What follows belongs to an exercise in optimizing a design on an open flow for small area and a short achievable clock period; a production flow would make more cautious choices. The RTL was checked by simulation tests, not by an equivalence proof against the original design.

==> tundra <==
## component
module component (
    input  wire         clk,
    input  wire         rst,
    input  wire [31:0]  fifo1_data_in,
    input  wire [31:0]  fifo2_data_in,
    input  wire [31:0]  fifo3_data_in,
    input  wire         fifo1_write_en,
    input  wire         fifo2_write_en,
    input  wire         fifo3_write_en,
    input  wire         fifo1_read_en,
    input  wire         fifo2_read_en,
    input  wire         fifo3_read_en,
    output wire [31:0]  result_out,
    output wire         fifo1_empty,
    output wire         fifo2_empty,
    output wire         fifo3_empty,
    output wire         fifo1_full,
    output wire         fifo2_full,
    output wire         fifo3_full
);
==> module fifo, before the edit <==
module fifo #(
    parameter DATA_WIDTH = 32
) (
    input  wire                   clk,
    input  wire                   rst,
    input  wire                   wr_en,
    input  wire                   re_en,
    input  wire [DATA_WIDTH-1:0]  data_in,
    output wire [DATA_WIDTH-1:0]  next_head,
    output wire                   empty,
    output wire                   full
);
    localparam MDEPTH = 14;
    reg [DATA_WIDTH-1:0] memory [0:MDEPTH-1];
    reg [DATA_WIDTH-1:0] head;       
    reg [DATA_WIDTH-1:0] second;     
    reg [3:0] wr_ptr;
    reg [3:0] rd_ptr;
    reg [4:0] count;
    reg empty_reg;
    reg full_reg;
    reg one_reg;                     
    reg two_reg;                     
    reg many_reg;                    
    integer i;
    wire wr_fire = wr_en && !full_reg;
    wire rd_fire = re_en && !empty_reg;
    wire ld_din  = wr_en && (empty_reg || (re_en && one_reg));
    wire ld_sec  = re_en && (two_reg || many_reg);
    wire sec_din = wr_en && ((one_reg && !re_en) || (two_reg && re_en));
    wire pop     = re_en && many_reg;
    wire push    = wr_fire && !ld_din && !sec_din;
    assign next_head = ld_din ? data_in : (ld_sec ? second : head);
    reg [DATA_WIDTH-1:0] mem_out;
    always @* begin
        mem_out = {DATA_WIDTH{1'b0}};
        for (i = 0; i < MDEPTH; i = i + 1)
            mem_out = mem_out | (memory[i] & {DATA_WIDTH{rd_ptr == i}});
    end
    wire [4:0] count_next = count + {4'd0, wr_fire} - {4'd0, rd_fire};
    always @ (posedge clk or posedge rst) begin
        if (rst) begin
            wr_ptr    <= 4'd0;
            rd_ptr    <= 4'd0;
            count     <= 5'd0;
            empty_reg <= 1'b1;
            full_reg  <= 1'b0;
            one_reg   <= 1'b0;
            two_reg   <= 1'b0;
            many_reg  <= 1'b0;
        end else begin
            if (push)
                wr_ptr <= (wr_ptr == MDEPTH - 1) ? 4'd0 : wr_ptr + 4'd1;
            if (pop)
                rd_ptr <= (rd_ptr == MDEPTH - 1) ? 4'd0 : rd_ptr + 4'd1;
            count     <= count_next;
            empty_reg <= (count_next == 5'd0);
            full_reg  <= (count_next == 5'd16);
            one_reg   <= (count_next == 5'd1);
            two_reg   <= (count_next == 5'd2);
            many_reg  <= (count_next >= 5'd3);
        end
    end
    always @ (posedge clk) begin
        head <= next_head;
        if (sec_din)
            second <= data_in;
        else if (pop)
            second <= mem_out;
        if (push)
            memory[wr_ptr] <= data_in;
    end
    assign empty = empty_reg;
    assign full  = full_reg;
endmodule
clock: 13.0 ns
lec_check: 0
cap_margin: 20
core_margin: 2
core_utilization: 65
place_density: 0.8
slew_margin: 20
standard.sh (not shown) runs the stock make flow with config.mk's settings and CLKGATE_MAP_FILE= SYNTH_SCRIPT=/design/flow/synth_recipe.tcl, a recipe that flattens the netlist after the stock synthesis.
==> flow/flow/run.sh <==
#!/bin/bash
set -euo pipefail
MARGIN=${MARGIN:-6.3}
bash standard.sh \
  SETUP_SLACK_MARGIN=$MARGIN \
  "CTS_ARGS=-sink_clustering_enable -repair_clock_nets -dont_use_dummy_load -buf_list sky130_fd_sc_hd__clkbuf_16 -sink_clustering_size 27 -sink_clustering_max_diameter 90" \
  "BUFFER_PORTS_ARGS=-buffer_cell sky130_fd_sc_hd__buf_2" \
  finish > make_finish.log 2>&1
==> juniper (differences from tundra) <==
--- a/flow/design.v
+++ b/flow/design.v
@@ -16,5 +16,5 @@
     reg [DATA_WIDTH-1:0] second;     
     reg [3:0] wr_ptr;
-    reg [3:0] rd_ptr;
+    reg [MDEPTH-1:0] rd_sel;         
     reg [4:0] count;
     reg empty_reg;
@@ -36,5 +36,5 @@
         mem_out = {DATA_WIDTH{1'b0}};
         for (i = 0; i < MDEPTH; i = i + 1)
-            mem_out = mem_out | (memory[i] & {DATA_WIDTH{rd_ptr == i}});
+            mem_out = mem_out | (memory[i] & {DATA_WIDTH{rd_sel[i]}});
     end
     wire [4:0] count_next = count + {4'd0, wr_fire} - {4'd0, rd_fire};
@@ -42,5 +42,5 @@
         if (rst) begin
             wr_ptr    <= 4'd0;
-            rd_ptr    <= 4'd0;
+            rd_sel    <= {{(MDEPTH-1){1'b0}}, 1'b1};
             count     <= 5'd0;
             empty_reg <= 1'b1;
@@ -53,5 +53,5 @@
                 wr_ptr <= (wr_ptr == MDEPTH - 1) ? 4'd0 : wr_ptr + 4'd1;
             if (pop)
-                rd_ptr <= (rd_ptr == MDEPTH - 1) ? 4'd0 : rd_ptr + 4'd1;
+                rd_sel <= {rd_sel[MDEPTH-2:0], rd_sel[MDEPTH-1]};
             count     <= count_next;
             empty_reg <= (count_next == 5'd0);
==> flow/flow/run.sh (replaced) <==
#!/bin/bash
set -euo pipefail
MARGIN=${MARGIN:-6.5}
bash standard.sh \
  SETUP_SLACK_MARGIN=$MARGIN \
  "CTS_ARGS=-sink_clustering_enable -repair_clock_nets -dont_use_dummy_load -buf_list sky130_fd_sc_hd__clkbuf_16 -sink_clustering_size 24 -sink_clustering_max_diameter 90" \
  "BUFFER_PORTS_ARGS=-buffer_cell sky130_fd_sc_hd__buf_2" \
  finish > make_finish.log 2>&1
CORE_UTILIZATION = 45   (was 65)
PLACE_DENSITY = 0.6   (was 0.8)
==> yarrow (differences from tundra) <==
--- a/flow/design.v
+++ b/flow/design.v
@@ -16,5 +16,5 @@
     reg [DATA_WIDTH-1:0] second;     
     reg [3:0] wr_ptr;
-    reg [3:0] rd_ptr;
+    reg [MDEPTH-1:0] rd_sel;         
     reg [4:0] count;
     reg empty_reg;
@@ -36,5 +36,5 @@
         mem_out = {DATA_WIDTH{1'b0}};
         for (i = 0; i < MDEPTH; i = i + 1)
-            mem_out = mem_out | (memory[i] & {DATA_WIDTH{rd_ptr == i}});
+            mem_out = mem_out | (memory[i] & {DATA_WIDTH{rd_sel[i]}});
     end
     wire [4:0] count_next = count + {4'd0, wr_fire} - {4'd0, rd_fire};
@@ -42,5 +42,5 @@
         if (rst) begin
             wr_ptr    <= 4'd0;
-            rd_ptr    <= 4'd0;
+            rd_sel    <= {{(MDEPTH-1){1'b0}}, 1'b1};
             count     <= 5'd0;
             empty_reg <= 1'b1;
@@ -53,5 +53,5 @@
                 wr_ptr <= (wr_ptr == MDEPTH - 1) ? 4'd0 : wr_ptr + 4'd1;
             if (pop)
-                rd_ptr <= (rd_ptr == MDEPTH - 1) ? 4'd0 : rd_ptr + 4'd1;
+                rd_sel <= {rd_sel[MDEPTH-2:0], rd_sel[MDEPTH-1]};
             count     <= count_next;
             empty_reg <= (count_next == 5'd0);
==> flow/flow/run.sh (replaced) <==
#!/bin/bash
set -euo pipefail
MARGIN=${MARGIN:-6.2}
bash standard.sh \
  SETUP_SLACK_MARGIN=$MARGIN \
  "CTS_ARGS=-sink_clustering_enable -repair_clock_nets -dont_use_dummy_load -buf_list sky130_fd_sc_hd__clkbuf_16 -sink_clustering_size 24 -sink_clustering_max_diameter 90" \
  "BUFFER_PORTS_ARGS=-buffer_cell sky130_fd_sc_hd__buf_2" \
  finish > make_finish.log 2>&1
CORE_UTILIZATION = 45   (was 65)
PLACE_DENSITY = 0.6   (was 0.8)
==> notes <==
Register-to-register slack: juniper > tundra > yarrow. Against yarrow, the synthesized cell count of tundra is smaller by 0.23%. In die area, yarrow and juniper do not differ.
==> figures <==
quantity                                                        tundra           juniper            yarrow
Number of core rows                                                125               151               151
Pin count of the biggest net entering global routing                70                66                69
Worst setup endpoint                                  rows[91]$_DFF_P_  rows[64]$_DFF_P_  rows[76]$_DFF_P_
Global-route track usage on met1                                 50.7%             38.3%             37.4%
Detailed route wirelength on metal3                           35500 µm          26300 µm          20800 µm
Multi-input comb cells                                            3155              3110              3102
CTS buffer count                                                    75                89                91
Asr flop ratio synth                                             3.16%             4.84%             4.84%
Run status                            no timing/DRC/antenna violations  no timing/DRC/antenna violations  no timing/DRC/antenna violations
Via-per-instance ratio                                            7.48              6.65              6.60
Area enclosed by the die boundary                           120000 µm²        175000 µm²        175000 µm²
Data required time at the worst endpoint                      13.58 ns          13.58 ns          13.52 ns

[static timing again, ports no longer ideal]
Ports are ideal in the flow. The routed layouts listed here were re-timed in OpenROAD. Step 1 assumes that a clkbuf_16 drives the clock port and a buf_2 every other input. Step 2 also shifts input and output timing later by t, the mid clock arrival at the registers, as if the neighbouring blocks saw the same clock. Slacks: ideal ports / drivers / drivers and shift; pairs: ideal ports / drivers.
run | t, ns | setup WS [ns] | worst hold slack (ns) | worst slew at a driven data input, ns
tundra | 0.760 | 6.325 / 6.329 / 5.607 | 0.500 / 0.500 / 0.500 | 0.13
juniper | 0.811 | 6.453 / 6.475 / 5.664 | 0.503 / 0.503 / 0.503 | 0.21
yarrow | 0.778 | 6.273 / 6.265 / 5.522 | 0.494 / 0.494 / 0.494 | 0.13
After both steps every run listed still meets setup and hold. For juniper, which loses most, drivers alone change the setup slack by +0.022 ns; drivers and shift together by -0.789 ns.
